This is an optimization exercise on Yosys and OpenROAD, whose aim is small area and a short achievable clock period, not a production implementation.
Only simulation tests tie the RTL to the original design; equivalence was not proved.
No activity file was given, so power comes from the tool's default toggle rates.

==> flow/design.v (outline; a module is shown in full before it is edited, if it fits) <==
// module Register_File: 46 lines
// module aoi222: 5 lines
// module ks_add: 337 lines
// module c_xor2: 1 lines
// module c_xnor2: 1 lines
// module c_and2: 1 lines
// module c_nand2: 1 lines
// module c_nor2: 1 lines
// module c_inv: 1 lines
// module c_nand3: 1 lines
// module c_nand4: 1 lines
// module c_nor3: 1 lines
// module c_gcin: 1 lines
// module c_a21oi: 1 lines
// module c_o21ai: 1 lines
// module RISCV_Top: 62 lines
module RISCV_Top(
		  input         clk,
		  input         rst,
		  output [31:0] imem_addr,
		  input  [31:0] imem_rdata,
		  output [31:0] dmem_addr,
		  output [31:0] dmem_wdata,
		  output        dmem_we,
		  output        dmem_re,
		  input  [31:0] dmem_rdata
		);
  // ...
==> flow/flow/run.sh <==
#!/bin/bash
# Own flow: the standard layout (standard.sh, unchanged synthesis), with
#  - the port buffers inserted as buf_2 cells (the resizer sizes them up
#    where timing needs it) instead of the default delay-buffer cell,
#  - clock tree synthesis without dummy balancing loads, with larger sink
#    clusters.
set -euo pipefail
export BUFFER_PORTS_ARGS="-buffer_cell sky130_fd_sc_hd__buf_2"
export CTS_ARGS="-sink_clustering_enable -repair_clock_nets -dont_use_dummy_load -sink_clustering_size 20 -sink_clustering_max_diameter 70"
bash standard.sh synth > synth.log 2>&1
bash standard.sh finish > layout.log 2>&1
==> flow/standard.sh <==
#!/bin/bash
# synth_recipe.tcl (not shown) runs the flow's synth.tcl, then flattens the netlist and writes it again
# the make line also repeats each setting of config.mk as NAME=value (left out here)
make -C /OpenROAD-flow-scripts/flow DESIGN_CONFIG=/design/flow/config.mk WORK_HOME=/design/flow/orfs CLKGATE_MAP_FILE= SYNTH_SCRIPT=/design/flow/synth_recipe.tcl "${@:-finish}"
==> flow/config.mk <==
export PLATFORM = sky130hd
export DESIGN_NAME = RISCV_Top
export DESIGN_NICKNAME = RISCV_Top
export VERILOG_FILES = /design/flow/design.v
export SDC_FILE = /design/flow/constraint.sdc
export NUM_CORES = 4
export LEC_CHECK = 0
export CAP_MARGIN = 20
export CORE_MARGIN = 2
export CORE_UTILIZATION = 45
export PLACE_DENSITY = 0.62
export SETUP_SLACK_MARGIN = 3
export SLEW_MARGIN = 20
export SYNTH_HIERARCHICAL = 1
export TNS_END_PERCENT = 0
==> flow/constraint.sdc <==
create_clock -name core_clock -period 10.0 [get_ports {clk}]
set_input_delay 2.0000 -clock core_clock [delete_from_list [all_inputs] [get_ports {clk}]]
set_output_delay 2.0000 -clock core_clock [all_outputs]
set_load 0.01 [all_outputs]
==> notes.md, run 1 <==
Largest regs -> Reg_File.row.r (992), pc (31)
met1 wire length -> 71.5 mm
status -> no timing/DRC/antenna violations
FF+latch area -> 0.0304 mm2
row count -> 122
Syn Inst Count -> 3,769
ClkCell Share -> 0.0291
WL/cell -> 34.9 um
n_taps -> 1,488
GR Util met2 -> 0.516
fin cells -> 5,792
fillcell total -> 9,179
DRC viols -> 0
Largest register FFs -> 992
worst min-delay path endpoint -> pc[1]$_SDFFE_PP0P_
vias in the first global route -> 38,800
met1 usage -> 0.446
initial antenna violation count -> 7
pins over their slew limit -> 0
die span in y -> 337 um
Tcrit/Tclk final -> 0.765
Iter 0 DRT Violations -> 9,667
Nets -> 4,465
Inverters -> 181
Die Wd -> 337 um
Setup WS post-layout -> 2.35 ns
Placer Congestion -> 0.977
Overall Power -> 0.0114 W
CP max stage cell -> nand4_1
RSZ-0062 raised after global routing -> yes
Routed Antenna Nets -> 0
share of layout cells above drive strength 1 -> 0.256
worst hold path class -> reg -> reg
Hold Path Stages -> 2
top power group -> registers
I/O pin count -> 164
clkbuf count -> 69
==> module RISCV_Top, before the edit <==
module RISCV_Top(
		  input         clk,
		  input         rst,
		  output [31:0] imem_addr,
		  input  [31:0] imem_rdata,
		  output [31:0] dmem_addr,
		  output [31:0] dmem_wdata,
		  output        dmem_we,
		  output        dmem_re,
		  input  [31:0] dmem_rdata
		);
wire [31:0] ins = imem_rdata;
wire [6:0]  op  = ins[6:0];
wire [2:0]  f3  = ins[14:12];
wire [6:0]  f7  = ins[31:25];
wire is_r  = (op == 7'b0110011);
wire is_i  = (op == 7'b0010011);
wire is_ld = (op == 7'b0000011);
wire is_st = (op == 7'b0100011);
wire is_br = (op == 7'b1100011);
reg  [31:0] pc;
wire [31:0] rs1n, rs2n;              
wire [31:0] rs1v = ~rs1n;
wire [31:0] rs2v = ~rs2n;
wire [11:0] mimm = ins[5] ? {ins[31:25], ins[11:7]} : ins[31:20];
wire [31:0] aimm = {{20{mimm[11]}}, mimm};
wire [31:0] addr;
ks_add add_addr(.an(rs1n), .b(aimm), .bn(~aimm), .cin(1'b0), .s(addr));
wire [31:0] immI = {{20{ins[31]}}, ins[31:20]};
wire [31:0] opb  = ins[5] ? rs2v : immI;         
wire        f7z  = (f7 == 7'b0000000);
wire        lsel = ~ins[5] | f7z;                
wire        do_sub = ins[5] & (f7 == 7'b0100000) & (f3 == 3'b000);
wire        do_and = lsel & (f3 == 3'b111);
wire        do_or  = lsel & (f3 == 3'b110);
wire        do_xor = lsel & (f3 == 3'b100);
wire [31:0] bsum = opb ^ {32{do_sub}};
wire [31:0] sum;
ks_add add_alu(.an(rs1n), .b(bsum), .bn(~bsum), .cin(do_sub), .s(sum));
wire [31:0] x    = rs1v ^ opb;
wire [31:0] alu  = do_and ? (rs1v & opb) :
                   do_or  ? (rs1v | opb) :
                   do_xor ? x : sum;
wire [31:0] wb   = ins[4] ? alu : dmem_rdata;
wire        we   = is_r | is_i | is_ld;
Register_File Reg_File(.clk(clk), .rst(rst), .RegWrite(we),
                       .Rs1(ins[19:15]), .Rs2(ins[24:20]), .Rd(ins[11:7]),
                       .Write_data(wb), .read_data1_n(rs1n), .read_data2_n(rs2n));
wire [31:0] immB   = {{20{ins[31]}}, ins[7], ins[30:25], ins[11:8], 1'b0};
wire [31:0] pc_br  = pc + immB;
wire [31:0] pc_4   = {pc[31:2] + 30'd1, pc[1:0]};
wire        taken  = is_br & ~|x;                
wire [31:0] pc_nx  = taken ? pc_br : pc_4;
always @(posedge clk)
  if (rst) pc <= 32'b0;
  else     pc <= pc_nx;
assign imem_addr  = pc;
assign dmem_addr  = addr;
assign dmem_wdata = rs2v;
assign dmem_we    = is_st;
assign dmem_re    = is_ld;
endmodule
==> run 2, diff against run 1 <==
--- a/flow/design.v
+++ b/flow/design.v
@@ -387,4 +387,246 @@
   c_xnor2 u330(.a(p31), .b(G5_30), .y(s[31]));
 endmodule
+module hc_add(an, b, bn, cin, s);
+input  [31:0] an, b, bn;
+input  cin;
+output [31:0] s;
+wire p0, p1, p2, p3, p4, p5, p6, p7, p8, p9, p10, p11, p12, p13, p14, p15, p16, p17, p18, p19, p20, p21, p22, p23, p24, p25, p26, p27, p28, p29, p30, p31, g0, g1, g2, g3, g4, g5, g6, g7, g8, g9, g10, g11, g12, g13, g14, g15, g16, g17, g18, g19, g20, g21, g22, g23, g24, g25, g26, g27, g28, g29, g30, g31, G1_1, G1_3, P1_3, G1_5, P1_5, G1_7, P1_7, G1_9, P1_9, G1_11, P1_11, G1_13, P1_13, G1_15, P1_15, G1_17, P1_17, G1_19, P1_19, G1_21, P1_21, G1_23, P1_23, G1_25, P1_25, G1_27, P1_27, G1_29, P1_29, G1_31, P1_31, G2_3, G2_5, P2_5, G2_7, P2_7, G2_9, P2_9, G2_11, P2_11, G2_13, P2_13, G2_15, P2_15, G2_17, P2_17, G2_19, P2_19, G2_21, P2_21, G2_23, P2_23, G2_25, P2_25, G2_27, P2_27, G2_29, P2_29, G2_31, P2_31, G1_1_i, G3_5, G3_7, G3_9, P3_9, G3_11, P3_11, G3_13, P3_13, G3_15, P3_15, G3_17, P3_17, G3_19, P3_19, G3_21, P3_21, G3_23, P3_23, G3_25, P3_25, G3_27, P3_27, G3_29, P3_29, G3_31, P3_31, G4_9, G2_3_i, G4_11, G4_13, G4_15, G4_17, P4_17, G4_19, P4_19, G4_21, P4_21, G4_23, P4_23, G4_25, P4_25, G4_27, P4_27, G4_29, P4_29, G4_31, P4_31, G5_17, G5_19, G3_5_i, G5_21, G3_7_i, G5_23, G5_25, G5_27, G5_29, G5_31, G6_2, G6_4, G6_6, G6_8, G6_10, G6_12, G6_14, G6_16, G5_17_i, G6_18, G5_19_i, G6_20, G5_21_i, G6_22, G5_23_i, G6_24, G5_25_i, G6_26, G5_27_i, G6_28, G5_29_i, G6_30;
+  c_xnor2 u1(.a(an[0]), .b(b[0]), .y(p0));
+  c_xnor2 u2(.a(an[1]), .b(b[1]), .y(p1));
+  c_xnor2 u3(.a(an[2]), .b(b[2]), .y(p2));
+  c_xnor2 u4(.a(an[3]), .b(b[3]), .y(p3));
+  c_xnor2 u5(.a(an[4]), .b(b[4]), .y(p4));
+  c_xnor2 u6(.a(an[5]), .b(b[5]), .y(p5));
+  c_xnor2 u7(.a(an[6]), .b(b[6]), .y(p6));
+  c_xnor2 u8(.a(an[7]), .b(b[7]), .y(p7));
+  c_xnor2 u9(.a(an[8]), .b(b[8]), .y(p8));
+  c_xnor2 u10(.a(an[9]), .b(b[9]), .y(p9));
+  c_xnor2 u11(.a(an[10]), .b(b[10]), .y(p10));
+  c_xnor2 u12(.a(an[11]), .b(b[11]), .y(p11));
+  c_xnor2 u13(.a(an[12]), .b(b[12]), .y(p12));
+  c_xnor2 u14(.a(an[13]), .b(b[13]), .y(p13));
+  c_xnor2 u15(.a(an[14]), .b(b[14]), .y(p14));
+  c_xnor2 u16(.a(an[15]), .b(b[15]), .y(p15));
+  c_xnor2 u17(.a(an[16]), .b(b[16]), .y(p16));
+  c_xnor2 u18(.a(an[17]), .b(b[17]), .y(p17));
+  c_xnor2 u19(.a(an[18]), .b(b[18]), .y(p18));
+  c_xnor2 u20(.a(an[19]), .b(b[19]), .y(p19));
+  c_xnor2 u21(.a(an[20]), .b(b[20]), .y(p20));
+  c_xnor2 u22(.a(an[21]), .b(b[21]), .y(p21));
+  c_xnor2 u23(.a(an[22]), .b(b[22]), .y(p22));
+  c_xnor2 u24(.a(an[23]), .b(b[23]), .y(p23));
+  c_xnor2 u25(.a(an[24]), .b(b[24]), .y(p24));
+  c_xnor2 u26(.a(an[25]), .b(b[25]), .y(p25));
+  c_xnor2 u27(.a(an[26]), .b(b[26]), .y(p26));
+  c_xnor2 u28(.a(an[27]), .b(b[27]), .y(p27));
+  c_xnor2 u29(.a(an[28]), .b(b[28]), .y(p28));
+  c_xnor2 u30(.a(an[29]), .b(b[29]), .y(p29));
+  c_xnor2 u31(.a(an[30]), .b(b[30]), .y(p30));
+  c_xnor2 u32(.a(an[31]), .b(b[31]), .y(p31));
+  c_gcin u33(.an(an[0]), .bn(bn[0]), .c(cin), .y(g0));
+  c_nor2 u34(.a(an[1]), .b(bn[1]), .y(g1));
+  c_nor2 u35(.a(an[2]), .b(bn[2]), .y(g2));
+  c_nor2 u36(.a(an[3]), .b(bn[3]), .y(g3));
+  c_nor2 u37(.a(an[4]), .b(bn[4]), .y(g4));
+  c_nor2 u38(.a(an[5]), .b(bn[5]), .y(g5));
+  c_nor2 u39(.a(an[6]), .b(bn[6]), .y(g6));
+  c_nor2 u40(.a(an[7]), .b(bn[7]), .y(g7));
+  c_nor2 u41(.a(an[8]), .b(bn[8]), .y(g8));
+  c_nor2 u42(.a(an[9]), .b(bn[9]), .y(g9));
+  c_nor2 u43(.a(an[10]), .b(bn[10]), .y(g10));
+  c_nor2 u44(.a(an[11]), .b(bn[11]), .y(g11));
+  c_nor2 u45(.a(an[12]), .b(bn[12]), .y(g12));
+  c_nor2 u46(.a(an[13]), .b(bn[13]), .y(g13));
+  c_nor2 u47(.a(an[14]), .b(bn[14]), .y(g14));
+  c_nor2 u48(.a(an[15]), .b(bn[15]), .y(g15));
+  c_nor2 u49(.a(an[16]), .b(bn[16]), .y(g16));
+  c_nor2 u50(.a(an[17]), .b(bn[17]), .y(g17));
+  c_nor2 u51(.a(an[18]), .b(bn[18]), .y(g18));
+  c_nor2 u52(.a(an[19]), .b(bn[19]), .y(g19));
+  c_nor2 u53(.a(an[20]), .b(bn[20]), .y(g20));
+  c_nor2 u54(.a(an[21]), .b(bn[21]), .y(g21));
+  c_nor2 u55(.a(an[22]), .b(bn[22]), .y(g22));
+  c_nor2 u56(.a(an[23]), .b(bn[23]), .y(g23));
+  c_nor2 u57(.a(an[24]), .b(bn[24]), .y(g24));
+  c_nor2 u58(.a(an[25]), .b(bn[25]), .y(g25));
+  c_nor2 u59(.a(an[26]), .b(bn[26]), .y(g26));
+  c_nor2 u60(.a(an[27]), .b(bn[27]), .y(g27));
+  c_nor2 u61(.a(an[28]), .b(bn[28]), .y(g28));
+  c_nor2 u62(.a(an[29]), .b(bn[29]), .y(g29));
+  c_nor2 u63(.a(an[30]), .b(bn[30]), .y(g30));
+  c_nor2 u64(.a(an[31]), .b(bn[31]), .y(g31));
+  c_a21oi u65(.a1(p1), .a2(g0), .b1(g1), .y(G1_1));
+  c_a21oi u66(.a1(p3), .a2(g2), .b1(g3), .y(G1_3));
+  c_nand2 u67(.a(p3), .b(p2), .y(P1_3));
+  c_a21oi u68(.a1(p5), .a2(g4), .b1(g5), .y(G1_5));
+  c_nand2 u69(.a(p5), .b(p4), .y(P1_5));
+  c_a21oi u70(.a1(p7), .a2(g6), .b1(g7), .y(G1_7));
+  c_nand2 u71(.a(p7), .b(p6), .y(P1_7));
+  c_a21oi u72(.a1(p9), .a2(g8), .b1(g9), .y(G1_9));
+  c_nand2 u73(.a(p9), .b(p8), .y(P1_9));
+  c_a21oi u74(.a1(p11), .a2(g10), .b1(g11), .y(G1_11));
+  c_nand2 u75(.a(p11), .b(p10), .y(P1_11));
+  c_a21oi u76(.a1(p13), .a2(g12), .b1(g13), .y(G1_13));
+  c_nand2 u77(.a(p13), .b(p12), .y(P1_13));
+  c_a21oi u78(.a1(p15), .a2(g14), .b1(g15), .y(G1_15));
+  c_nand2 u79(.a(p15), .b(p14), .y(P1_15));
+  c_a21oi u80(.a1(p17), .a2(g16), .b1(g17), .y(G1_17));
+  c_nand2 u81(.a(p17), .b(p16), .y(P1_17));
+  c_a21oi u82(.a1(p19), .a2(g18), .b1(g19), .y(G1_19));
+  c_nand2 u83(.a(p19), .b(p18), .y(P1_19));
+  c_a21oi u84(.a1(p21), .a2(g20), .b1(g21), .y(G1_21));
+  c_nand2 u85(.a(p21), .b(p20), .y(P1_21));
+  c_a21oi u86(.a1(p23), .a2(g22), .b1(g23), .y(G1_23));
+  c_nand2 u87(.a(p23), .b(p22), .y(P1_23));
+  c_a21oi u88(.a1(p25), .a2(g24), .b1(g25), .y(G1_25));
+  c_nand2 u89(.a(p25), .b(p24), .y(P1_25));
+  c_a21oi u90(.a1(p27), .a2(g26), .b1(g27), .y(G1_27));
+  c_nand2 u91(.a(p27), .b(p26), .y(P1_27));
+  c_a21oi u92(.a1(p29), .a2(g28), .b1(g29), .y(G1_29));
+  c_nand2 u93(.a(p29), .b(p28), .y(P1_29));
+  c_a21oi u94(.a1(p31), .a2(g30), .b1(g31), .y(G1_31));
+  c_nand2 u95(.a(p31), .b(p30), .y(P1_31));
+  c_o21ai u96(.a1(P1_3), .a2(G1_1), .b1(G1_3), .y(G2_3));
+  c_o21ai u97(.a1(P1_5), .a2(G1_3), .b1(G1_5), .y(G2_5));
+  c_nor2 u98(.a(P1_5), .b(P1_3), .y(P2_5));
+  c_o21ai u99(.a1(P1_7), .a2(G1_5), .b1(G1_7), .y(G2_7));
+  c_nor2 u100(.a(P1_7), .b(P1_5), .y(P2_7));
+  c_o21ai u101(.a1(P1_9), .a2(G1_7), .b1(G1_9), .y(G2_9));
+  c_nor2 u102(.a(P1_9), .b(P1_7), .y(P2_9));
+  c_o21ai u103(.a1(P1_11), .a2(G1_9), .b1(G1_11), .y(G2_11));
+  c_nor2 u104(.a(P1_11), .b(P1_9), .y(P2_11));
+  c_o21ai u105(.a1(P1_13), .a2(G1_11), .b1(G1_13), .y(G2_13));
+  c_nor2 u106(.a(P1_13), .b(P1_11), .y(P2_13));
+  c_o21ai u107(.a1(P1_15), .a2(G1_13), .b1(G1_15), .y(G2_15));
+  c_nor2 u108(.a(P1_15), .b(P1_13), .y(P2_15));
+  c_o21ai u109(.a1(P1_17), .a2(G1_15), .b1(G1_17), .y(G2_17));
+  c_nor2 u110(.a(P1_17), .b(P1_15), .y(P2_17));
+  c_o21ai u111(.a1(P1_19), .a2(G1_17), .b1(G1_19), .y(G2_19));
+  c_nor2 u112(.a(P1_19), .b(P1_17), .y(P2_19));
+  c_o21ai u113(.a1(P1_21), .a2(G1_19), .b1(G1_21), .y(G2_21));
+  c_nor2 u114(.a(P1_21), .b(P1_19), .y(P2_21));
+  c_o21ai u115(.a1(P1_23), .a2(G1_21), .b1(G1_23), .y(G2_23));
+  c_nor2 u116(.a(P1_23), .b(P1_21), .y(P2_23));
+  c_o21ai u117(.a1(P1_25), .a2(G1_23), .b1(G1_25), .y(G2_25));
+  c_nor2 u118(.a(P1_25), .b(P1_23), .y(P2_25));
+  c_o21ai u119(.a1(P1_27), .a2(G1_25), .b1(G1_27), .y(G2_27));
+  c_nor2 u120(.a(P1_27), .b(P1_25), .y(P2_27));
+  c_o21ai u121(.a1(P1_29), .a2(G1_27), .b1(G1_29), .y(G2_29));
+  c_nor2 u122(.a(P1_29), .b(P1_27), .y(P2_29));
+  c_o21ai u123(.a1(P1_31), .a2(G1_29), .b1(G1_31), .y(G2_31));
+  c_nor2 u124(.a(P1_31), .b(P1_29), .y(P2_31));
+  c_inv u125(.a(G1_1), .y(G1_1_i));
+  c_a21oi u126(.a1(P2_5), .a2(G1_1_i), .b1(G2_5), .y(G3_5));
+  c_a21oi u127(.a1(P2_7), .a2(G2_3), .b1(G2_7), .y(G3_7));
+  c_a21oi u128(.a1(P2_9), .a2(G2_5), .b1(G2_9), .y(G3_9));
+  c_nand2 u129(.a(P2_9), .b(P2_5), .y(P3_9));
+  c_a21oi u130(.a1(P2_11), .a2(G2_7), .b1(G2_11), .y(G3_11));
+  c_nand2 u131(.a(P2_11), .b(P2_7), .y(P3_11));
+  c_a21oi u132(.a1(P2_13), .a2(G2_9), .b1(G2_13), .y(G3_13));
+  c_nand2 u133(.a(P2_13), .b(P2_9), .y(P3_13));
+  c_a21oi u134(.a1(P2_15), .a2(G2_11), .b1(G2_15), .y(G3_15));
+  c_nand2 u135(.a(P2_15), .b(P2_11), .y(P3_15));
+  c_a21oi u136(.a1(P2_17), .a2(G2_13), .b1(G2_17), .y(G3_17));
+  c_nand2 u137(.a(P2_17), .b(P2_13), .y(P3_17));
+  c_a21oi u138(.a1(P2_19), .a2(G2_15), .b1(G2_19), .y(G3_19));
+  c_nand2 u139(.a(P2_19), .b(P2_15), .y(P3_19));
+  c_a21oi u140(.a1(P2_21), .a2(G2_17), .b1(G2_21), .y(G3_21));
+  c_nand2 u141(.a(P2_21), .b(P2_17), .y(P3_21));
+  c_a21oi u142(.a1(P2_23), .a2(G2_19), .b1(G2_23), .y(G3_23));
+  c_nand2 u143(.a(P2_23), .b(P2_19), .y(P3_23));
+  c_a21oi u144(.a1(P2_25), .a2(G2_21), .b1(G2_25), .y(G3_25));
+  c_nand2 u145(.a(P2_25), .b(P2_21), .y(P3_25));
+  c_a21oi u146(.a1(P2_27), .a2(G2_23), .b1(G2_27), .y(G3_27));
+  c_nand2 u147(.a(P2_27), .b(P2_23), .y(P3_27));
+  c_a21oi u148(.a1(P2_29), .a2(G2_25), .b1(G2_29), .y(G3_29));
+  c_nand2 u149(.a(P2_29), .b(P2_25), .y(P3_29));
+  c_a21oi u150(.a1(P2_31), .a2(G2_27), .b1(G2_31), .y(G3_31));
+  c_nand2 u151(.a(P2_31), .b(P2_27), .y(P3_31));
+  c_o21ai u152(.a1(P3_9), .a2(G1_1), .b1(G3_9), .y(G4_9));
+  c_inv u153(.a(G2_3), .y(G2_3_i));
+  c_o21ai u154(.a1(P3_11), .a2(G2_3_i), .b1(G3_11), .y(G4_11));
+  c_o21ai u155(.a1(P3_13), .a2(G3_5), .b1(G3_13), .y(G4_13));
+  c_o21ai u156(.a1(P3_15), .a2(G3_7), .b1(G3_15), .y(G4_15));
+  c_o21ai u157(.a1(P3_17), .a2(G3_9), .b1(G3_17), .y(G4_17));
+  c_nor2 u158(.a(P3_17), .b(P3_9), .y(P4_17));
+  c_o21ai u159(.a1(P3_19), .a2(G3_11), .b1(G3_19), .y(G4_19));
+  c_nor2 u160(.a(P3_19), .b(P3_11), .y(P4_19));
+  c_o21ai u161(.a1(P3_21), .a2(G3_13), .b1(G3_21), .y(G4_21));
+  c_nor2 u162(.a(P3_21), .b(P3_13), .y(P4_21));
+  c_o21ai u163(.a1(P3_23), .a2(G3_15), .b1(G3_23), .y(G4_23));
+  c_nor2 u164(.a(P3_23), .b(P3_15), .y(P4_23));
+  c_o21ai u165(.a1(P3_25), .a2(G3_17), .b1(G3_25), .y(G4_25));
+  c_nor2 u166(.a(P3_25), .b(P3_17), .y(P4_25));
+  c_o21ai u167(.a1(P3_27), .a2(G3_19), .b1(G3_27), .y(G4_27));
+  c_nor2 u168(.a(P3_27), .b(P3_19), .y(P4_27));
+  c_o21ai u169(.a1(P3_29), .a2(G3_21), .b1(G3_29), .y(G4_29));
+  c_nor2 u170(.a(P3_29), .b(P3_21), .y(P4_29));
+  c_o21ai u171(.a1(P3_31), .a2(G3_23), .b1(G3_31), .y(G4_31));
+  c_nor2 u172(.a(P3_31), .b(P3_23), .y(P4_31));
+  c_a21oi u173(.a1(P4_17), .a2(G1_1_i), .b1(G4_17), .y(G5_17));
+  c_a21oi u174(.a1(P4_19), .a2(G2_3), .b1(G4_19), .y(G5_19));
+  c_inv u175(.a(G3_5), .y(G3_5_i));
+  c_a21oi u176(.a1(P4_21), .a2(G3_5_i), .b1(G4_21), .y(G5_21));
+  c_inv u177(.a(G3_7), .y(G3_7_i));
+  c_a21oi u178(.a1(P4_23), .a2(G3_7_i), .b1(G4_23), .y(G5_23));
+  c_a21oi u179(.a1(P4_25), .a2(G4_9), .b1(G4_25), .y(G5_25));
+  c_a21oi u180(.a1(P4_27), .a2(G4_11), .b1(G4_27), .y(G5_27));
+  c_a21oi u181(.a1(P4_29), .a2(G4_13), .b1(G4_29), .y(G5_29));
+  c_a21oi u182(.a1(P4_31), .a2(G4_15), .b1(G4_31), .y(G5_31));
+  c_a21oi u183(.a1(p2), .a2(G1_1_i), .b1(g2), .y(G6_2));
+  c_a21oi u184(.a1(p4), .a2(G2_3), .b1(g4), .y(G6_4));
+  c_a21oi u185(.a1(p6), .a2(G3_5_i), .b1(g6), .y(G6_6));
+  c_a21oi u186(.a1(p8), .a2(G3_7_i), .b1(g8), .y(G6_8));
+  c_a21oi u187(.a1(p10), .a2(G4_9), .b1(g10), .y(G6_10));
+  c_a21oi u188(.a1(p12), .a2(G4_11), .b1(g12), .y(G6_12));
+  c_a21oi u189(.a1(p14), .a2(G4_13), .b1(g14), .y(G6_14));
+  c_a21oi u190(.a1(p16), .a2(G4_15), .b1(g16), .y(G6_16));
+  c_inv u191(.a(G5_17), .y(G5_17_i));
+  c_a21oi u192(.a1(p18), .a2(G5_17_i), .b1(g18), .y(G6_18));
+  c_inv u193(.a(G5_19), .y(G5_19_i));
+  c_a21oi u194(.a1(p20), .a2(G5_19_i), .b1(g20), .y(G6_20));
+  c_inv u195(.a(G5_21), .y(G5_21_i));
+  c_a21oi u196(.a1(p22), .a2(G5_21_i), .b1(g22), .y(G6_22));
+  c_inv u197(.a(G5_23), .y(G5_23_i));
+  c_a21oi u198(.a1(p24), .a2(G5_23_i), .b1(g24), .y(G6_24));
+  c_inv u199(.a(G5_25), .y(G5_25_i));
+  c_a21oi u200(.a1(p26), .a2(G5_25_i), .b1(g26), .y(G6_26));
+  c_inv u201(.a(G5_27), .y(G5_27_i));
+  c_a21oi u202(.a1(p28), .a2(G5_27_i), .b1(g28), .y(G6_28));
+  c_inv u203(.a(G5_29), .y(G5_29_i));
+  c_a21oi u204(.a1(p30), .a2(G5_29_i), .b1(g30), .y(G6_30));
+  assign s[0] = p0 ^ cin;
+  c_xor2 u205(.a(p1), .b(g0), .y(s[1]));
+  c_xnor2 u206(.a(p2), .b(G1_1), .y(s[2]));
+  c_xnor2 u207(.a(p3), .b(G6_2), .y(s[3]));
+  c_xor2 u208(.a(p4), .b(G2_3), .y(s[4]));
+  c_xnor2 u209(.a(p5), .b(G6_4), .y(s[5]));
+  c_xnor2 u210(.a(p6), .b(G3_5), .y(s[6]));
+  c_xnor2 u211(.a(p7), .b(G6_6), .y(s[7]));
+  c_xnor2 u212(.a(p8), .b(G3_7), .y(s[8]));
+  c_xnor2 u213(.a(p9), .b(G6_8), .y(s[9]));
+  c_xor2 u214(.a(p10), .b(G4_9), .y(s[10]));
+  c_xnor2 u215(.a(p11), .b(G6_10), .y(s[11]));
+  c_xor2 u216(.a(p12), .b(G4_11), .y(s[12]));
+  c_xnor2 u217(.a(p13), .b(G6_12), .y(s[13]));
+  c_xor2 u218(.a(p14), .b(G4_13), .y(s[14]));
+  c_xnor2 u219(.a(p15), .b(G6_14), .y(s[15]));
+  c_xor2 u220(.a(p16), .b(G4_15), .y(s[16]));
+  c_xnor2 u221(.a(p17), .b(G6_16), .y(s[17]));
+  c_xnor2 u222(.a(p18), .b(G5_17), .y(s[18]));
+  c_xnor2 u223(.a(p19), .b(G6_18), .y(s[19]));
+  c_xnor2 u224(.a(p20), .b(G5_19), .y(s[20]));
+  c_xnor2 u225(.a(p21), .b(G6_20), .y(s[21]));
+  c_xnor2 u226(.a(p22), .b(G5_21), .y(s[22]));
+  c_xnor2 u227(.a(p23), .b(G6_22), .y(s[23]));
+  c_xnor2 u228(.a(p24), .b(G5_23), .y(s[24]));
+  c_xnor2 u229(.a(p25), .b(G6_24), .y(s[25]));
+  c_xnor2 u230(.a(p26), .b(G5_25), .y(s[26]));
+  c_xnor2 u231(.a(p27), .b(G6_26), .y(s[27]));
+  c_xnor2 u232(.a(p28), .b(G5_27), .y(s[28]));
+  c_xnor2 u233(.a(p29), .b(G6_28), .y(s[29]));
+  c_xnor2 u234(.a(p30), .b(G5_29), .y(s[30]));
+  c_xnor2 u235(.a(p31), .b(G6_30), .y(s[31]));
+endmodule
 module c_xor2(a, b, y);   input a, b; output y; assign y = a ^ b; endmodule
 module c_xnor2(a, b, y);  input a, b; output y; assign y = ~(a ^ b); endmodule
@@ -437,5 +679,5 @@
 wire [31:0] bsum = opb ^ {32{do_sub}};
 wire [31:0] sum;
-ks_add add_alu(.an(rs1n), .b(bsum), .bn(~bsum), .cin(do_sub), .s(sum));
+hc_add add_alu(.an(rs1n), .b(bsum), .bn(~bsum), .cin(do_sub), .s(sum));
 wire [31:0] x    = rs1v ^ opb;
 wire [31:0] alu  = do_and ? (rs1v & opb) :
--- a/flow/config.mk
+++ b/flow/config.mk
@@ -10,5 +10,5 @@
 export CORE_UTILIZATION = 45
 export PLACE_DENSITY = 0.62
-export SETUP_SLACK_MARGIN = 3
+export SETUP_SLACK_MARGIN = 2.5
 export SLEW_MARGIN = 20
 export SYNTH_HIERARCHICAL = 1
==> run 2 against run 1 <==
Effect of this change: still clean on timing, DRC and antenna; clock skew fell by 0.037 ns; routed wire length fell by 4.7%; via count fell by 2.4%; non-clock buffer count rose by 9; global-route usage fell by 1.7 points; sequential share of layout area rose by 0.12 points; synthesized area fell by 1.0%; sequential power barely moved; worst hold slack improved by 0.067 ns.
==> notes.md, run 2 <==
die span in y -> 336 um (was 337 um)
Placer Congestion -> 0.926 (was 0.977)
Max-Cap Viols -> 0 (unchanged)
# H-tree levels -> 3 (unchanged)
Initial DRT Pass Iterations -> 15 (was 13)
dpl hpwl -> 120 mm (was 129 mm)
I/O pin count -> 164 (unchanged)
RSZ-0062 raised after global routing -> yes (unchanged)
Critical Path AT -> 5.63 ns (was 5.65 ns)
row count -> 121 (was 122)
Final Skew -> 0.0831 ns (was 0.120 ns)
Syn Area/Cell -> 13.5 um2 (was 13.3 um2)
Hold Buf Count CTS -> 0 (unchanged)
Overall Power -> 0.0112 W (was 0.0114 W)
Syn Inst Count -> 3,674 (was 3,769)
vias in the first global route -> 37,300 (was 38,800)
critical path type -> in -> out (unchanged)
endpoint class of the critical path -> output port (unchanged)
P&R area growth vs syn -> 19.5% (was 18.6%)
Clock Tree Root -> clkbuf_16 (unchanged)
share of layout cells above drive strength 1 -> 0.263 (was 0.256)
most common cell after layout, fill and taps aside -> edfxtp_1 (unchanged)
Clock Latency Late Sink -> 0.67 ns (was 0.69 ns)
Num Clock Sinks -> 1,023 (unchanged)
final instance area -> 0.0592 mm2 (was 0.0593 mm2)
Via density -> 7.23 (about the same)
pins over their slew limit -> 0 (unchanged)
cell family with most CP delay -> simple AND/OR/NAND/NOR gates (unchanged)
Nets -> 4,396 (was 4,465)
Starting Density -> 0.454 (was 0.453)
Max-slew headroom -> 0.216 (was 0.256)
WL/cell -> 34.1 um (was 34.9 um)
Sw Ratio -> 0.315 (was 0.322)
Cell Chain, Critical Path -> buf_6 -> nand2b_4 -> buf_12 -> nor2_4 -> buf_4 -> buf_4 -> a222oi_1 -> nand4_1 -> nor3_2 -> buf_6 -> xnor2_2 -> nand2_2 -> nor2_2 -> nand2_1 -> o21ai_2 -> a21oi_2 -> xnor2_1 -> buf_2 (was buf_16 -> or3b_4 -> buf_4 -> nor2_4 -> a222oi_1 -> nand4_1 -> nor3_4 -> buf_4 -> buf_4 -> nor2_1 -> a21oi_2 -> o21ai_1 -> a21oi_4 -> o21ai_2 -> buf_4 -> xor2_1 -> buf_2)
first-pass GRT wire length -> 268 mm (was 279 mm)
crit path from -> imem_rdata[18] (was imem_rdata[15])
CTS tree -> built (unchanged)
setup TNS -> 0 ns (unchanged)
Buffers on Ports -> 162 (unchanged)
clock buffer count from CTS -> 68 (was 69)
fin cells -> 5,647 (was 5,792)
DP Area -> 0.0536 mm2 (was 0.0546 mm2)
Iter 0 DRT Violations -> 9,040 (was 9,667)
Inst Count DP -> 5,307 (was 5,524)
CP max stage cell -> nand4_1 (unchanged)
Setup Viol. Count Final -> 0 (unchanged)
static leakage -> 21.4 nW (about the same)
Final Hold Fails -> 0 (unchanged)
via count -> 40,800 (was 41,900)
Largest regs -> Reg_File.row.r (992), pc (31) (unchanged)
Tcrit/Tclk final -> 0.763 (was 0.765)
Psw -> 0.00354 W (was 0.00366 W)
PwrDens -> 189 mW/mm2 (was 192 mW/mm2)
largest net degree at the start of global routing -> 83 (was 65)
WL final -> 193 mm (was 202 mm)
DRC viols -> 0 (unchanged)
CTS clk-pin slew, worst paths -> 0.08 ns (was 0.06 ns)
Largest register FFs -> 992 (unchanged)
CP max stage delay -> 0.58 ns (was 0.54 ns)
Bufs on Longest Clock Path -> 3 (unchanged)
total track usage -> 0.327 (was 0.344)
maximum VDD drop -> 0.121 mV (was 0.123 mV)
RR Startpoint -> Reg_File.row[22].r[6]$_DFFE_PP_ (was Reg_File.row[13].r[22]$_DFFE_PP_)
Hold WS -> 0.541 ns (was 0.474 ns)
core area -> 0.109 mm2 (was 0.111 mm2)
commonest cells after routing, fill and taps aside -> 992 x edfxtp_1, 640 x a222oi_1, 294 x buf_4, 194 x nand2_1, 180 x inv_1 (was 992 x edfxtp_1, 640 x a222oi_1, 306 x buf_4, 223 x nand2_1, 179 x nor2_1)
status -> no timing/DRC/antenna violations (unchanged)
Tmin final -> 7.63 ns (was 7.65 ns)
die area -> 0.113 mm2 (was 0.114 mm2)
Worst setup SP type -> input port (unchanged)
initial antenna violation count -> 2 (was 7)
mapped cell area -> 0.0495 mm2 (was 0.0500 mm2)
worst setup path endpoint -> dmem_addr[28] (was dmem_addr[13])
sequential power share -> 0.516 (was 0.511)
Crit. path cell count -> 18 (was 17)
grt ovf -> 0 (unchanged)
YS warnings -> 8 (unchanged)
worst r2r path cells -> 18 (unchanged)
Critical Path Fanout Max -> 7 (was 6)
Routed Antenna Nets -> 0 (unchanged)
clock power share -> 0.232 (was 0.230)
Required @ worst endpoint -> 8.00 ns (about the same)
Biggest register -> Reg_File.row.r (unchanged)
Critical R2R Capture -> Reg_File.row[31].r[28]$_DFFE_PP_ (was Reg_File.row[11].r[24]$_DFFE_PP_)
internal power -> 0.00768 W (was 0.00770 W)
Max Freq -> 131 MHz (about the same)
Comb pwr share -> 0.252 (was 0.259)
Die Wd -> 336 um (was 337 um)
Worst Tran Pin Value -> 1.18 ns (was 1.12 ns)
Buf+Inv Stages, Crit Path -> 6 (unchanged)
worst hold path class -> reg -> reg (unchanged)
r2r setup slk -> 4.57 ns (was 4.50 ns)
-- run 2: metrics by stage --
step	setup slack [ns]	util
5_1_grt	2.38	0.543
3_5_place_dp	1.37	0.492
2_1_floorplan	2.25	-
6_report	2.37	0.543
4_1_cts	2.46	0.528
3_3_place_gp	1.40	0.492
-- run 2: tightest hold or removal path: cells and delay by family (launching register included) --
family           cells  cell delay (ns)
flip-flops           1             0.37
AND/OR/NAND/NOR      1             0.08
AO/OA/AOI/OAI        1             0.05
-- run 2: worst min-delay path by stage --
stage                         endpoint  cells past startpoint  slack [ns]               start
floorplan           pc[1]$_SDFFE_PP0P_                      2        0.50  pc[1]$_SDFFE_PP0P_
global placement    pc[1]$_SDFFE_PP0P_                      2        0.51  pc[1]$_SDFFE_PP0P_
global route        pc[1]$_SDFFE_PP0P_                      2        0.55  pc[1]$_SDFFE_PP0P_
CTS                 pc[1]$_SDFFE_PP0P_                      2        0.54  pc[1]$_SDFFE_PP0P_
detailed placement  pc[1]$_SDFFE_PP0P_                      2        0.53  pc[1]$_SDFFE_PP0P_
finish              pc[1]$_SDFFE_PP0P_                      2        0.54  pc[1]$_SDFFE_PP0P_
-- run 2: power by group through the flow --
stage | Combinational, W | Sequential (W) | Clock (W)
4_1_cts | 0.00260 | 0.00577 | 0.00260
6_report | 0.00283 | 0.00579 | 0.00260
5_1_grt | 0.00299 | 0.00585 | 0.00273
3_5_place_dp | 0.00240 | 0.00587 | 0
2_1_floorplan | 0.00144 | 0.00580 | 0
3_3_place_gp | 0.00238 | 0.00584 | 0
-- run 2: what timing repair did --
action	in CTS	in global routing
setup endpoints to repair	552	762
hold endpoints to repair	0	0
cloned	19	8
buffers inserted	130	114
resized for setup	160	147
pin swaps	92	127
-- run 2: cell type report --
class / count / area, um2
fill: 8895 / 49800
inverter: 184 / 691
multi-input combinational: 2423 / 20300
tap: 1414 / 1770
sequential: 1023 / 30400
clock buffer: 68 / 1700
antenna: 1 / 2.50
timing repair buffer: 534 / 4340
-- run 2: routing by layer --
metal	global-route usage	vias up	share of wire
met5	0	-	0.00024
met4	0.109	4	0.043
met3	0.103	470	0.15
met2	0.504	3234	0.45
met1	0.437	20200	0.36
li1	-	16900	-
==> run 3, diff against run 2 <==
--- a/flow/flow/run.sh
+++ b/flow/flow/run.sh
@@ -7,5 +7,5 @@
 set -euo pipefail
 export BUFFER_PORTS_ARGS="-buffer_cell sky130_fd_sc_hd__buf_2"
-export CTS_ARGS="-sink_clustering_enable -repair_clock_nets -dont_use_dummy_load -sink_clustering_size 20 -sink_clustering_max_diameter 70"
+export CTS_ARGS="-sink_clustering_enable -repair_clock_nets -dont_use_dummy_load -sink_clustering_size 24 -sink_clustering_max_diameter 80"
 bash standard.sh synth > synth.log 2>&1
 bash standard.sh finish > layout.log 2>&1
--- a/flow/config.mk
+++ b/flow/config.mk
@@ -8,6 +8,6 @@
 export CAP_MARGIN = 20
 export CORE_MARGIN = 2
-export CORE_UTILIZATION = 45
-export PLACE_DENSITY = 0.62
+export CORE_UTILIZATION = 48
+export PLACE_DENSITY = 0.64
 export SETUP_SLACK_MARGIN = 2.5
 export SLEW_MARGIN = 20
==> run 3 against run 2 <==
Effect of this change: power is 2.5% lower; still clean; largest power group unchanged; sequential cell count is the same; setup slack better by 0.056 ns; sequential power about the same; via count is 0.15% lower; critical path depth is the same; largest cell class unchanged; combinational power about the same; register-to-register slack worse by 0.20 ns; routed wire length rose by 1.4%.
==> notes.md, run 3 <==
status -> no timing/DRC/antenna violations (unchanged)
share of layout cells above drive strength 1 -> 0.256 (was 0.263)
Syn Area/Cell -> 13.5 um2 (unchanged)
Nets -> 4,352 (was 4,396)
Critical Path Fanout Max -> 23 (was 7)
critical path type -> in -> out (unchanged)
first-pass GRT wire length -> 270 mm (was 268 mm)
clock buffer count from CTS -> 55 (was 68)
static leakage -> 21.1 nW (was 21.4 nW)
I/O pin count -> 164 (unchanged)
Max-Cap Viols -> 0 (unchanged)
Die Wd -> 325 um (was 336 um)
CP dominant cell by count -> buf_4
Iter 0 DRT Violations -> 9,005 (was 9,040)
Required @ worst endpoint -> 8.00 ns (about the same)
die span in y -> 325 um (was 336 um)
DP Area -> 0.0537 mm2 (was 0.0536 mm2)
Hold Path Stages -> 2 (unchanged)
Via density -> 7.34 (was 7.23)
Final Hold Fails -> 0 (unchanged)
die area -> 0.106 mm2 (was 0.113 mm2)
pins over their slew limit -> 0 (unchanged)
initial antenna violation count -> 5 (was 2)
Initial DRT Pass Iterations -> 14 (was 15)
largest net degree at the start of global routing -> 76 (was 83)
Syn Inst Count -> 3,674 (unchanged)
YS warnings -> 8 (unchanged)
worst r2r path cells -> 18 (unchanged)
Placer Congestion -> 0.971 (was 0.926)
DRC viols -> 0 (unchanged)
Psw -> 0.00349 W (was 0.00354 W)
Routed Antenna Nets -> 0 (unchanged)
CP max stage delay -> 0.48 ns (was 0.58 ns)
CP max stage cell -> nand4_1 (unchanged)
Worst Tran Pin Value -> 1.22 ns (was 1.18 ns)
Bufs on Longest Clock Path -> 3 (unchanged)
Clock Latency Late Sink -> 0.74 ns (was 0.67 ns)
total track usage -> 0.351 (was 0.327)
Crit. path cell count -> 18 (unchanged)
PwrDens -> 186 mW/mm2 (was 189 mW/mm2)
most common cell after layout, fill and taps aside -> edfxtp_1 (unchanged)
row count -> 117 (was 121)
Largest register FFs -> 992 (unchanged)
Num Clock Sinks -> 1,023 (unchanged)
Worst setup SP type -> input port (unchanged)
Final Skew -> 0.119 ns (was 0.0831 ns)
P&R area growth vs syn -> 18.5% (was 19.5%)
Max-slew headroom -> 0.186 (was 0.216)
Setup Viol. Count Final -> 0 (unchanged)
internal power -> 0.00744 W (was 0.00768 W)
Max Freq -> 132 MHz (was 131 MHz)
Sw Ratio -> 0.319 (was 0.315)
Setup WS post-layout -> 2.42 ns (was 2.37 ns)
Hold WS -> 0.488 ns (was 0.541 ns)
sequential power share -> 0.529 (was 0.516)
WL final -> 195 mm (was 193 mm)
dpl hpwl -> 120 mm (about the same)
Buffers on Ports -> 162 (unchanged)
Clock Tree Root -> clkbuf_16 (unchanged)
maximum VDD drop -> 0.136 mV (was 0.121 mV)
Biggest register -> Reg_File.row.r (unchanged)
Tmin final -> 7.58 ns (was 7.63 ns)
Critical Path AT -> 5.58 ns (was 5.63 ns)
Starting Density -> 0.485 (was 0.454)
Place WS -> 1.32 ns (was 1.37 ns)
Hold Buf Count CTS -> 0 (unchanged)
via count -> 40,800 (about the same)
CTS tree -> built (unchanged)
Buf+Inv Stages, Crit Path -> 6 (unchanged)
RSZ-0062 raised after global routing -> yes (unchanged)
Comb pwr share -> 0.260 (was 0.252)
clock power share -> 0.211 (was 0.232)
grt ovf -> 0 (unchanged)
vias in the first global route -> 38,200 (was 37,300)
endpoint class of the critical path -> output port (unchanged)
worst hold path class -> reg -> reg (unchanged)
WL/cell -> 35.1 um (was 34.1 um)
Cell Chain, Critical Path -> buf_8 -> nand2b_4 -> buf_4 -> nor3_4 -> buf_4 -> a222oi_1 -> nand4_1 -> nor3_4 -> buf_6 -> buf_4 -> xnor2_2 -> nand2_2 -> nor2_2 -> nand2_1 -> nor2_1 -> a21oi_2 -> xnor2_1 -> buf_2 (was buf_6 -> nand2b_4 -> buf_12 -> nor2_4 -> buf_4 -> buf_4 -> a222oi_1 -> nand4_1 -> nor3_2 -> buf_6 -> xnor2_2 -> nand2_2 -> nor2_2 -> nand2_1 -> o21ai_2 -> a21oi_2 -> xnor2_1 -> buf_2)
setup TNS -> 0 ns (unchanged)
Largest regs -> Reg_File.row.r (992), pc (31) (unchanged)
Tcrit/Tclk final -> 0.758 (was 0.763)
# H-tree levels -> 2 (was 3)
Overall Power -> 0.0109 W (was 0.0112 W)
commonest cells after routing, fill and taps aside -> 992 x edfxtp_1, 640 x a222oi_1, 269 x buf_4, 194 x nand2_1, 183 x inv_1 (was 992 x edfxtp_1, 640 x a222oi_1, 294 x buf_4, 194 x nand2_1, 180 x inv_1)
cell family with most CP delay -> simple AND/OR/NAND/NOR gates (unchanged)
final instance area -> 0.0587 mm2 (was 0.0592 mm2)
core area -> 0.102 mm2 (was 0.109 mm2)
mapped cell area -> 0.0495 mm2 (unchanged)
CTS clk-pin slew, worst paths -> 0.06 ns (was 0.08 ns)
## run 3: cell count changes in the layout (fill, tap and decap cells not counted), moves of 5 or more
cell | previous run | this run
buf_4 | 294 | 269
nor2_1 | 160 | 154
buf_8 | 1 | 6
nor2_4 | 70 | 59
clkbuf_16 | 70 | 60
a21oi_2 | 117 | 111
a21oi_4 | 6 | 12
## run 3: worst paths after layout
path,startpoint,to,slack (ns)
setup reg to reg,Reg_File.row[16].r[8]$_DFFE_PP_,Reg_File.row[30].r[28]$_DFFE_PP_,4.37
setup / recovery,imem_rdata[18],dmem_addr[31],2.42
hold reg to reg,pc[1]$_SDFFE_PP0P_,pc[1]$_SDFFE_PP0P_,0.49
hold / removal,pc[1]$_SDFFE_PP0P_,pc[1]$_SDFFE_PP0P_,0.49
## run 3: tightest hold or removal path: stages, from the launching register on
cell	delay (ns)
dfxtp_1	0.33
nand2_1	0.06
a21oi_1	0.06
## run 3: final cells by class
type	instances	area, um2
clock buffer	55	1380
antenna	1	2.50
sequential	1023	30400
fill	8078	43400
tap	1368	1710
timing repair buffer	516	4310
multi-input combinational	2410	20200
inverter	184	691
## run 3: per-layer routing
layer / wire length, um / track usage
met1: 66400 / 0.441
met2: 87300 / 0.546
met3: 30000 / 0.115
met4: 11500 / 0.170
met5: 26 / 0
## run 3: power by group through the flow
| stage | registers, W | clock network, W | logic [W] |
|---|---|---|---|
| after floorplan | 0.00580 | 0 | 0.00144 |
| after global routing | 0.00585 | 0.00243 | 0.00299 |
| final | 0.00579 | 0.00231 | 0.00284 |
| after global placement | 0.00584 | 0 | 0.00237 |
| after detailed placement | 0.00587 | 0 | 0.00239 |
| after CTS | 0.00577 | 0.00230 | 0.00255 |
## run 3: what timing repair did
action | 4_1_cts | 5_1_grt
gates resized for setup | 106 | 202
setup buffers | 109 | 96
endpoints found under the setup margin | 366 | 770
cloned | 7 | 10
pin swaps | 68 | 119
## run 3: metrics by stage
stage | util | instances
finish | 0.575 | 5557
global route | 0.575 | 5556
CTS | 0.556 | 5450
detailed placement | 0.526 | 5279
global placement | 0.526 | 5279
floorplan | - | 3676

==> re-timing with driven ports <==
Ports are ideal in the flow. The routed layouts listed here were re-timed in OpenROAD.
Step 1: set_driving_cell puts a clkbuf_16 on clk and a buf_2 on each other input, an assumption about the parent block.
Step 2 times the ports against the registers' clock, not the clock port: input delays grow and output delays shrink by t, the midpoint of the rising clock arrivals with the driver on.
a / b / c = ideal ports / drivers / drivers and shift; a / b = the first two.
| run | shift t [ns] | setup WS [ns] | worst register clock-pin slew, ns |
|---|---|---|---|
| run 1 | 0.712 | 2.354 / 2.251 / 1.745 | 0.09 / 0.09 |
| run 2 | 0.709 | 2.369 / 2.288 / 1.978 | 0.09 / 0.09 |
| run 3 | 0.747 | 2.425 / 2.279 / 1.741 | 0.10 / 0.10 |
After both steps every run listed still meets setup and hold. The setup slack of run 3, which loses most, moves by -0.146 ns with the drivers and by -0.684 ns with both steps.
